This design comes from an exercise in tuning for small area, a short achievable clock period and few clock cycles on the open sky130 flow, not from production work. Function was checked by simulation only, so behaviour that the tests miss may differ from the original. No activity file was given, so power comes from the tool's default toggle rates.

==> inputs of v15 <==
==> flow/design.v <==
module JAM (
input CLK,
input RST,
output reg [2:0] W,
output reg [2:0] J,
input [6:0] Cost,
output reg [3:0] MatchCount,
output reg [9:0] MinCost,
output reg Valid );
localparam P_COL = 3'd0, P_ROW = 3'd1, P_INS = 3'd2, P_INIT = 3'd3, P_DFS = 3'd4, P_DONE = 3'd5, P_INIT2 = 3'd6;
reg [2:0]  phase;
reg [6:0]  colm [0:7];    
reg [2:0]  lid  [0:7];    
reg [6:0]  lrm  [0:7];    
reg [2:0]  lam  [0:7];    
reg [2:0]  lkey [0:7];    
reg [6:0]  crm;
reg [2:0]  cam;
reg [2:0]  ckey;
reg [7:0]  Lh;            
reg [9:0]  LB0;           
reg [6:0]  dcol [0:6];    
reg [2:0]  job [0:6];     
reg [7:0]  U;             
reg        adv;           
reg [11:0] G;             
reg [6:0]  cmJ;           
integer k;
wire [6:0] cm  = colm[J];
wire [6:0] d2  = Cost - cm;
wire [6:0] nc  = (W == 3'd0 || Cost < cm) ? Cost : cm;
wire       lt2 = (J == 3'd0 || d2 < crm);
wire       eq2 = (d2 == crm);
wire [2:0] ins_id = W - 3'd1;
reg  [7:0] gt;
always @(*) begin
    for (k = 0; k < 8; k = k + 1)
        gt[k] = (k >= ins_id) || (lkey[k] > ckey);
end
wire do_ins = (phase == P_ROW && J == 3'd0 && W != 3'd0) || (phase == P_INS);
wire [7:0] Lup = {Lh[6:0], 1'b0};      
wire [7:0] Ldn = {1'b0, Lh[7:1]};      
reg  [6:0] rm1;                        
reg  [2:0] na, ca, pa, pj, wup, wdn;   
reg  [6:0] dm, rmc;                    
always @(*) begin
    rm1 = 7'd0; na = 3'd0; ca = 3'd0; pa = 3'd0; pj = 3'd0; wup = 3'd0; wdn = 3'd0; dm = 7'd0; rmc = 7'd0;
    for (k = 0; k < 8; k = k + 1) begin
        rm1 = rm1 | ({7{Lup[k]}} & lrm[k]);
        na  = na  | ({3{Lup[k]}} & lam[k]);
        wup = wup | ({3{Lup[k]}} & lid[k]);
        ca  = ca  | ({3{Lh[k]}}  & lam[k]);
        pa  = pa  | ({3{Ldn[k]}} & lam[k]);
        wdn = wdn | ({3{Ldn[k]}} & lid[k]);
    end
    for (k = 0; k < 7; k = k + 1)
        pj = pj | ({3{Ldn[k]}} & job[k]);
    for (k = 0; k < 7; k = k + 1)
        dm = dm | ({7{Ldn[k]}} & dcol[k]);
    for (k = 0; k < 8; k = k + 1)
        rmc = rmc | ({7{Lh[k]}} & lrm[k]);
end
wire [11:0] thr = G + {5'd0, cmJ};
wire thr_neg = thr[11];
wire thr_big = |thr[10:7];
function [1:0] cmp7;
    input [6:0] a, b;
    reg [7:0] l, e;
    reg [3:0] l1, e1;
    reg [1:0] l2, e2;
    integer i;
    begin
        l = {1'b0, ~a & b};
        e = {1'b1, ~(a ^ b)};
        for (i = 0; i < 4; i = i + 1) begin
            l1[i] = l[2*i+1] | (e[2*i+1] & l[2*i]);
            e1[i] = e[2*i+1] & e[2*i];
        end
        for (i = 0; i < 2; i = i + 1) begin
            l2[i] = l1[2*i+1] | (e1[2*i+1] & l1[2*i]);
            e2[i] = e1[2*i+1] & e1[2*i];
        end
        cmp7 = {l2[1] | (e2[1] & l2[0]), e2[1] & e2[0]};
    end
endfunction
wire [1:0] c7 = cmp7(Cost, thr[6:0]);
wire ok   = !adv && !thr_neg && (thr_big || c7[1] || c7[0]);
wire less = !thr_neg && (thr_big || c7[1]);
wire leaf = Lh[7];
wire push = ok && !leaf;
wire better = leaf && ok && less;
wire [7:0] candN  = ~U & ~(8'd1 << ca) & ((J == ca) ? 8'hff : (8'hfe << J));
reg  [2:0] nxt; reg has_nxt;
always @(*) begin
    has_nxt = 1'b0; nxt = 3'd0;
    for (k = 7; k >= 0; k = k - 1)
        if (candN[k]) begin has_nxt = 1'b1; nxt = k; end
end
wire [7:0] freeP = ~(U | (8'd1 << J));
reg  [2:0] first;
always @(*) begin
    first = 3'd0;
    for (k = 7; k >= 0; k = k - 1)
        if (freeP[k]) first = k;
    if (freeP[na]) first = na;
end
wire [7:0] Up    = U & ~(8'd1 << pj);
wire [7:0] candP = ~Up & ~(8'd1 << pa) & ((pj == pa) ? 8'hff : (8'hfe << pj));
reg  [2:0] pnxt; reg has_pnxt;
always @(*) begin
    has_pnxt = 1'b0; pnxt = 3'd0;
    for (k = 7; k >= 0; k = k - 1)
        if (candP[k]) begin has_pnxt = 1'b1; pnxt = k; end
end
function [23:0] csa;    
    input [11:0] x, y, z;
    begin
        csa[11:0]  = x ^ y ^ z;
        csa[23:12] = {(x[10:0] & y[10:0]) | (x[10:0] & z[10:0]) | (y[10:0] & z[10:0]), 1'b0};
    end
endfunction
wire [11:0] e_cm   = {5'd0, cmJ};
wire [11:0] e_rm1  = {5'd0, rm1};
wire [11:0] n_cost = ~{5'd0, Cost};
wire [23:0] gp1 = csa(G, e_cm, e_rm1);
wire [23:0] gp2 = csa(gp1[11:0], gp1[23:12], n_cost);
wire [11:0] g_push = gp2[11:0] + gp2[23:12] + 12'd1;
wire [23:0] lc1 = csa({2'd0, MinCost}, ~G, ~e_cm);
wire [23:0] lc2 = csa(lc1[11:0], lc1[23:12], {5'd0, Cost});
wire [11:0] leafsum = lc2[11:0] + lc2[23:12] + 12'd2;
wire [9:0]  leafcost = leafsum[9:0];
wire [23:0] gb1     = csa(G, ~{5'd0, rmc}, {5'd0, dm});
wire [11:0] g_pop   = gb1[11:0] + gb1[23:12] + 12'd1;
wire [23:0] gq1     = csa({5'd0, dm}, ~{5'd0, rmc}, ~e_cm);
wire [23:0] gq2     = csa(gq1[11:0], gq1[23:12], {5'd0, Cost});
wire [11:0] g_popb  = gq2[11:0] + gq2[23:12] + 12'd2;
wire [6:0]  dnow    = Cost - cmJ;
always @(posedge CLK) begin
    if (phase == P_COL) colm[J] <= nc;
    if (phase == P_ROW) begin
        if (lt2) begin
            crm <= d2;
            cam <= J;
            ckey <= 3'd0;
        end else if (eq2) begin
            cam <= J;
            ckey <= ckey + 3'd1;
        end
    end
    if (do_ins) begin
        for (k = 0; k < 8; k = k + 1)
            if (gt[k]) begin
                if (k > 0 && gt[k - 1]) begin
                    lid[k]  <= lid[k - 1];
                    lrm[k]  <= lrm[k - 1];
                    lam[k]  <= lam[k - 1];
                    lkey[k] <= lkey[k - 1];
                end else begin
                    lid[k]  <= ins_id;
                    lrm[k]  <= crm;
                    lam[k]  <= cam;
                    lkey[k] <= ckey;
                end
            end
    end
    if (phase == P_DFS) begin
        for (k = 0; k < 7; k = k + 1)
            if (Lh[k]) job[k] <= J;
        for (k = 0; k < 7; k = k + 1)
            if (Lh[k]) dcol[k] <= dnow;
    end
end
reg [2:0]  phase_n, W_n, J_n;
reg        Valid_n, adv_n;
reg [7:0]  Lh_n, U_n;
reg [11:0] G_n;
reg [6:0]  cmJ_n;
reg [9:0]  LB0_n;
reg [9:0]  MinCost_n;
reg [3:0]  MatchCount_n;
always @(*) begin
    phase_n = phase; W_n = W; J_n = J; Valid_n = Valid;
    Lh_n = Lh; U_n = U; adv_n = adv; G_n = G; cmJ_n = cmJ; LB0_n = LB0;
    MinCost_n = MinCost; MatchCount_n = MatchCount;
    case (phase)
    P_COL: begin
        {J_n, W_n} = {J, W} + 6'd1;
        if (W == 3'd7 && J == 3'd7) phase_n = P_ROW;
    end
    P_ROW: begin
        if (W == 3'd0) LB0_n = ((J == 3'd0) ? 10'd0 : LB0) + {3'd0, cm};
        else if (J == 3'd0) LB0_n = LB0 + {3'd0, crm};
        {W_n, J_n} = {W, J} + 6'd1;
        if (W == 3'd7 && J == 3'd7) phase_n = P_INS;
    end
    P_INS: begin
        LB0_n = LB0 + {3'd0, crm};
        phase_n = P_INIT;
    end
    P_INIT: begin
        G_n = 12'd1023 - {2'd0, LB0} + {5'd0, lrm[0]};
        W_n = lid[0];
        J_n = lam[0];
        Lh_n = 8'd1;
        U_n = 8'd0;
        adv_n = 1'b0;
        MinCost_n = 10'd1023;
        MatchCount_n = 4'd0;
        phase_n = P_INIT2;
    end
    P_INIT2: begin
        cmJ_n = cm;
        phase_n = P_DFS;
    end
    P_DFS: begin
        adv_n = 1'b0;
        if (better) begin
            MinCost_n = leafcost;
            MatchCount_n = 4'd1;
        end else if (leaf && ok)
            MatchCount_n = MatchCount + 4'd1;
        if (push) begin
            U_n = U | (8'd1 << J);
            Lh_n = Lup;
            W_n = wup;
            J_n = first;
            G_n = g_push;
            cmJ_n = colm[first];
        end else if (has_nxt && !leaf) begin
            J_n = nxt;
            cmJ_n = colm[nxt];
        end else if (Lh[0]) begin
            phase_n = P_DONE;
            Valid_n = 1'b1;
        end else begin
            Lh_n = Ldn;
            W_n = wdn;
            U_n = Up;
            J_n = has_pnxt ? pnxt : pj;
            adv_n = !has_pnxt;
            G_n = better ? g_popb : g_pop;
            cmJ_n = colm[pnxt];
        end
    end
    default: ;
    endcase
end
always @(posedge CLK or posedge RST) begin
    if (RST) begin
        phase <= P_COL;
        W <= 3'd0;
        J <= 3'd0;
        Valid <= 1'b0;
    end else begin
        phase <= phase_n;
        W <= W_n;
        J <= J_n;
        Valid <= Valid_n;
    end
end
always @(posedge CLK) begin
    Lh <= Lh_n;
    U <= U_n;
    adv <= adv_n;
    G <= G_n;
    cmJ <= cmJ_n;
    LB0 <= LB0_n;
    MinCost <= MinCost_n;
    MatchCount <= MatchCount_n;
end
endmodule
==> flow/run.sh <==
#!/bin/bash
# synth_recipe.tcl (not shown) runs the flow's synth.tcl, then flattens the netlist and writes it again
# the make line also repeats each setting of config.mk as NAME=value (left out here)
make -C /OpenROAD-flow-scripts/flow DESIGN_CONFIG=/design/flow/config.mk WORK_HOME=/design/flow/orfs CLKGATE_MAP_FILE= SYNTH_SCRIPT=/design/flow/synth_recipe.tcl finish
==> flow/config.mk <==
export PLATFORM = sky130hd
export DESIGN_NAME = JAM
export DESIGN_NICKNAME = JAM
export VERILOG_FILES = /design/flow/design.v
export SDC_FILE = /design/flow/constraint.sdc
export NUM_CORES = 4
export LEC_CHECK = 0
export CAP_MARGIN = 20
export CORE_MARGIN = 2
export CORE_UTILIZATION = 75
export SETUP_SLACK_MARGIN = 3.5
export SLEW_MARGIN = 20
==> flow/constraint.sdc <==
create_clock -name core_clock -period 8.0 [get_ports {CLK}]
set_input_delay 1.6000 -clock core_clock [delete_from_list [all_inputs] [get_ports {CLK}]]
set_output_delay 1.6000 -clock core_clock [all_outputs]
set_load 0.01 [all_outputs]
==> v10 (differences from v15) <==
==> flow/design.v, changed modules only <==
module JAM (
input CLK,
input RST,
output reg [2:0] W,
output reg [2:0] J,
input [6:0] Cost,
output reg [3:0] MatchCount,
output reg [9:0] MinCost,
output reg Valid );
localparam P_COL = 3'd0, P_ROW = 3'd1, P_INS = 3'd2, P_INIT = 3'd3, P_DFS = 3'd4, P_DONE = 3'd5, P_INIT2 = 3'd6;
reg [2:0]  phase;
reg [6:0]  colm [0:7];    
reg [2:0]  lid  [0:7];    
reg [6:0]  lrm  [0:7];    
reg [2:0]  lam  [0:7];    
reg [2:0]  lkey [0:7];    
reg [6:0]  crm;
reg [2:0]  cam;
reg [2:0]  ckey;
reg [7:0]  Lh;            
reg [9:0]  LB0;           
reg [6:0]  dcol [0:6];    
reg [2:0]  job [0:6];     
reg [7:0]  U;             
reg        adv;           
reg [11:0] G;             
reg [6:0]  cmJ;           
reg [6:0]  rmc, rm1, dm;  
integer k;
wire [6:0] cm  = colm[J];
wire [6:0] d2  = Cost - cm;
wire [6:0] nc  = (W == 3'd0 || Cost < cm) ? Cost : cm;
wire       lt2 = (J == 3'd0 || d2 < crm);
wire       eq2 = (d2 == crm);
wire [2:0] ins_id = W - 3'd1;
reg  [7:0] gt;
always @(*) begin
    for (k = 0; k < 8; k = k + 1)
        gt[k] = (k >= ins_id) || (lkey[k] > ckey);
end
wire do_ins = (phase == P_ROW && J == 3'd0 && W != 3'd0) || (phase == P_INS);
wire [7:0] Lup = {Lh[6:0], 1'b0};      
wire [7:0] Ldn = {1'b0, Lh[7:1]};      
reg  [6:0] rm2u, rm1d;                 
reg  [6:0] dm2;                        
reg  [2:0] na, ca, pa, pj, wup, wdn;   
always @(*) begin
    rm2u = 7'd0; rm1d = 7'd0; dm2 = 7'd0; na = 3'd0; ca = 3'd0; pa = 3'd0; pj = 3'd0; wup = 3'd0; wdn = 3'd0;
    for (k = 0; k < 8; k = k + 1) begin
        rm1d = rm1d | ({7{Ldn[k]}} & lrm[k]);
        na  = na  | ({3{Lup[k]}} & lam[k]);
        wup = wup | ({3{Lup[k]}} & lid[k]);
        ca  = ca  | ({3{Lh[k]}}  & lam[k]);
        pa  = pa  | ({3{Ldn[k]}} & lam[k]);
        wdn = wdn | ({3{Ldn[k]}} & lid[k]);
    end
    for (k = 0; k < 7; k = k + 1)
        pj = pj | ({3{Ldn[k]}} & job[k]);
    for (k = 0; k < 6; k = k + 1) begin
        rm2u = rm2u | ({7{Lh[k]}} & lrm[k + 2]);
        dm2  = dm2  | ({7{Lh[k + 2]}} & dcol[k]);
    end
end
wire [11:0] thr = G + {5'd0, cmJ};
wire thr_neg = thr[11];
wire thr_big = |thr[10:7];
function [1:0] cmp7;
    input [6:0] a, b;
    reg [7:0] l, e;
    reg [3:0] l1, e1;
    reg [1:0] l2, e2;
    integer i;
    begin
        l = {1'b0, ~a & b};
        e = {1'b1, ~(a ^ b)};
        for (i = 0; i < 4; i = i + 1) begin
            l1[i] = l[2*i+1] | (e[2*i+1] & l[2*i]);
            e1[i] = e[2*i+1] & e[2*i];
        end
        for (i = 0; i < 2; i = i + 1) begin
            l2[i] = l1[2*i+1] | (e1[2*i+1] & l1[2*i]);
            e2[i] = e1[2*i+1] & e1[2*i];
        end
        cmp7 = {l2[1] | (e2[1] & l2[0]), e2[1] & e2[0]};
    end
endfunction
wire [1:0] c7 = cmp7(Cost, thr[6:0]);
wire ok   = !adv && !thr_neg && (thr_big || c7[1] || c7[0]);
wire less = !thr_neg && (thr_big || c7[1]);
wire leaf = Lh[7];
wire push = ok && !leaf;
wire better = leaf && ok && less;
wire [7:0] candN  = ~U & ~(8'd1 << ca) & ((J == ca) ? 8'hff : (8'hfe << J));
reg  [2:0] nxt; reg has_nxt;
always @(*) begin
    has_nxt = 1'b0; nxt = 3'd0;
    for (k = 7; k >= 0; k = k - 1)
        if (candN[k]) begin has_nxt = 1'b1; nxt = k; end
end
wire [7:0] freeP = ~(U | (8'd1 << J));
reg  [2:0] first;
always @(*) begin
    first = 3'd0;
    for (k = 7; k >= 0; k = k - 1)
        if (freeP[k]) first = k;
    if (freeP[na]) first = na;
end
wire [7:0] Up    = U & ~(8'd1 << pj);
wire [7:0] candP = ~Up & ~(8'd1 << pa) & ((pj == pa) ? 8'hff : (8'hfe << pj));
reg  [2:0] pnxt; reg has_pnxt;
always @(*) begin
    has_pnxt = 1'b0; pnxt = 3'd0;
    for (k = 7; k >= 0; k = k - 1)
        if (candP[k]) begin has_pnxt = 1'b1; pnxt = k; end
end
function [23:0] csa;    
    input [11:0] x, y, z;
    begin
        csa[11:0]  = x ^ y ^ z;
        csa[23:12] = {(x[10:0] & y[10:0]) | (x[10:0] & z[10:0]) | (y[10:0] & z[10:0]), 1'b0};
    end
endfunction
wire [11:0] e_cm   = {5'd0, cmJ};
wire [11:0] e_rm1  = {5'd0, rm1};
wire [11:0] n_cost = ~{5'd0, Cost};
wire [23:0] gp1 = csa(G, e_cm, e_rm1);
wire [23:0] gp2 = csa(gp1[11:0], gp1[23:12], n_cost);
wire [11:0] g_push = gp2[11:0] + gp2[23:12] + 12'd1;
wire [6:0]  dnow    = Cost - cmJ;
wire [9:0]  leafcost = MinCost - G[9:0] + {3'd0, dnow};
wire [7:0]  xpop    = {1'b0, dm} - {1'b0, rmc};
wire [11:0] g_pop   = G + {{4{xpop[7]}}, xpop};
wire [8:0]  gpb     = {xpop[7], xpop} + {2'd0, dnow};
wire [11:0] g_popb  = {{3{gpb[8]}}, gpb};
always @(posedge CLK) begin
    if (phase == P_COL) colm[J] <= nc;
    if (phase == P_ROW) begin
        if (lt2) begin
            crm <= d2;
            cam <= J;
            ckey <= 3'd0;
        end else if (eq2) begin
            cam <= J;
            ckey <= ckey + 3'd1;
        end
    end
    if (do_ins) begin
        for (k = 0; k < 8; k = k + 1)
            if (gt[k]) begin
                if (k > 0 && gt[k - 1]) begin
                    lid[k]  <= lid[k - 1];
                    lrm[k]  <= lrm[k - 1];
                    lam[k]  <= lam[k - 1];
                    lkey[k] <= lkey[k - 1];
                end else begin
                    lid[k]  <= ins_id;
                    lrm[k]  <= crm;
                    lam[k]  <= cam;
                    lkey[k] <= ckey;
                end
            end
    end
    if (phase == P_DFS) begin
        for (k = 0; k < 7; k = k + 1)
            if (Lh[k]) job[k] <= J;
        for (k = 0; k < 7; k = k + 1)
            if (Lh[k]) dcol[k] <= dnow;
    end
end
reg [2:0]  phase_n, W_n, J_n;
reg        Valid_n, adv_n;
reg [7:0]  Lh_n, U_n;
reg [11:0] G_n;
reg [6:0]  cmJ_n, rmc_n, rm1_n, dm_n;
reg [9:0]  LB0_n;
reg [9:0]  MinCost_n;
reg [3:0]  MatchCount_n;
always @(*) begin
    phase_n = phase; W_n = W; J_n = J; Valid_n = Valid;
    Lh_n = Lh; U_n = U; adv_n = adv; G_n = G; cmJ_n = cmJ; rmc_n = rmc; rm1_n = rm1; dm_n = dm; LB0_n = LB0;
    MinCost_n = MinCost; MatchCount_n = MatchCount;
    case (phase)
    P_COL: begin
        {J_n, W_n} = {J, W} + 6'd1;
        if (W == 3'd7 && J == 3'd7) phase_n = P_ROW;
    end
    P_ROW: begin
        if (W == 3'd0) LB0_n = ((J == 3'd0) ? 10'd0 : LB0) + {3'd0, cm};
        else if (J == 3'd0) LB0_n = LB0 + {3'd0, crm};
        {W_n, J_n} = {W, J} + 6'd1;
        if (W == 3'd7 && J == 3'd7) phase_n = P_INS;
    end
    P_INS: begin
        LB0_n = LB0 + {3'd0, crm};
        phase_n = P_INIT;
    end
    P_INIT: begin
        G_n = 12'd1023 - {2'd0, LB0} + {5'd0, lrm[0]};
        rmc_n = lrm[0];
        rm1_n = lrm[1];
        W_n = lid[0];
        J_n = lam[0];
        Lh_n = 8'd1;
        U_n = 8'd0;
        adv_n = 1'b0;
        MinCost_n = 10'd1023;
        MatchCount_n = 4'd0;
        phase_n = P_INIT2;
    end
    P_INIT2: begin
        cmJ_n = cm;
        phase_n = P_DFS;
    end
    P_DFS: begin
        adv_n = 1'b0;
        if (better) begin
            MinCost_n = leafcost;
            MatchCount_n = 4'd1;
        end else if (leaf && ok)
            MatchCount_n = MatchCount + 4'd1;
        if (push) begin
            U_n = U | (8'd1 << J);
            Lh_n = Lup;
            W_n = wup;
            J_n = first;
            G_n = g_push;
            rmc_n = rm1;
            rm1_n = rm2u;
            dm_n = dnow;
            cmJ_n = colm[first];
        end else if (has_nxt && !leaf) begin
            J_n = nxt;
            cmJ_n = colm[nxt];
        end else if (Lh[0]) begin
            phase_n = P_DONE;
            Valid_n = 1'b1;
        end else begin
            Lh_n = Ldn;
            W_n = wdn;
            U_n = Up;
            J_n = has_pnxt ? pnxt : pj;
            adv_n = !has_pnxt;
            G_n = better ? g_popb : g_pop;
            rmc_n = rm1d;
            rm1_n = rmc;
            dm_n = dm2;
            cmJ_n = colm[pnxt];
        end
    end
    default: ;
    endcase
end
always @(posedge CLK or posedge RST) begin
    if (RST) begin
        phase <= P_COL;
        W <= 3'd0;
        J <= 3'd0;
        Valid <= 1'b0;
    end else begin
        phase <= phase_n;
        W <= W_n;
        J <= J_n;
        Valid <= Valid_n;
    end
end
always @(posedge CLK) begin
    Lh <= Lh_n;
    U <= U_n;
    adv <= adv_n;
    G <= G_n;
    cmJ <= cmJ_n;
    rmc <= rmc_n;
    rm1 <= rm1_n;
    dm <= dm_n;
    LB0 <= LB0_n;
    MinCost <= MinCost_n;
    MatchCount <= MatchCount_n;
end
endmodule
CORE_UTILIZATION = 50   (was 75)
CTS_BUF_LIST = sky130_fd_sc_hd__clkbuf_8   (was not set)
==> qor summary <==
| item | v15 | v10 |
|---|---|---|
| Simple-gate share of the synthesized area | 8.90% | 9.10% |
| Total Wirelength | 80.8 mm | 76.1 mm |
| XOR/XNOR Fraction of Synth Area | 3.17% | 3.23% |
| Final core occ | 86.8% | 58.1% |
| Area fraction in compound gates after synthesis | 17.1% | 18.0% |
| Number of enable-type register cells in the synthesized netlist | 324 | 338 |
| Status | finished clean | finished clean |
| Synth Instances | 2102 | 2124 |
| Number of iterations in the first detailed-routing pass | 10 | 7 |
| Multi-input logic area | 0.0125 mm² | 0.0125 mm² |
| Lkg Pwr | 0.0101 µW | 0.0102 µW |
| Worst setup margin | 3310 ps | 3480 ps |
| Cell Pwr Density | 241 mW/mm² | 223 mW/mm² |
| Number of clock buffers in the layout | 43 | 62 |
| Nets@finish | 2416 | 2410 |
| Setup crit end | G[11]$_SDFFCE_PN0P_ | cmJ[4]$_DFFE_PP_ |
| Tcrit/Tclk final | 58.7% | 56.5% |
| Share of synthesized registers carrying an async set or reset | 2.99% | 2.87% |
Testbench counts of v15, summed over its fixed seeds: cycles 5,268.
Testbench counts of v10, summed over its fixed seeds: cycles 5,268.

separate check: timing with driven ports:
The flow's constraints put no driver on any port. The routed layouts listed below were extracted and timed again, unchanged, in two steps. Step 1: set_driving_cell puts a clkbuf_16 on CLK and a buf_2 on each other input, an assumption about the parent block. Step 2 times the ports against the registers' clock, not the clock port: input delays grow and output delays shrink by t, the midpoint of the rising clock arrivals with the driver on. a / b / c = ideal / step 1 / step 2; a / b = the first two.
run	t (ns)	setup slack, ns	worst hold slack (ns)	cell pins on the clock port's net
v15	0.607	3.305 / 3.305 / 2.961	0.565 / 0.565 / 0.565	1
v10	0.734	3.482 / 3.482 / 2.861	0.470 / 0.470 / 0.470	1
After both steps setup and hold are still met in every run listed. For v10, which loses most, drivers alone change the setup slack by 0.000 ns; drivers and shift together by -0.621 ns.
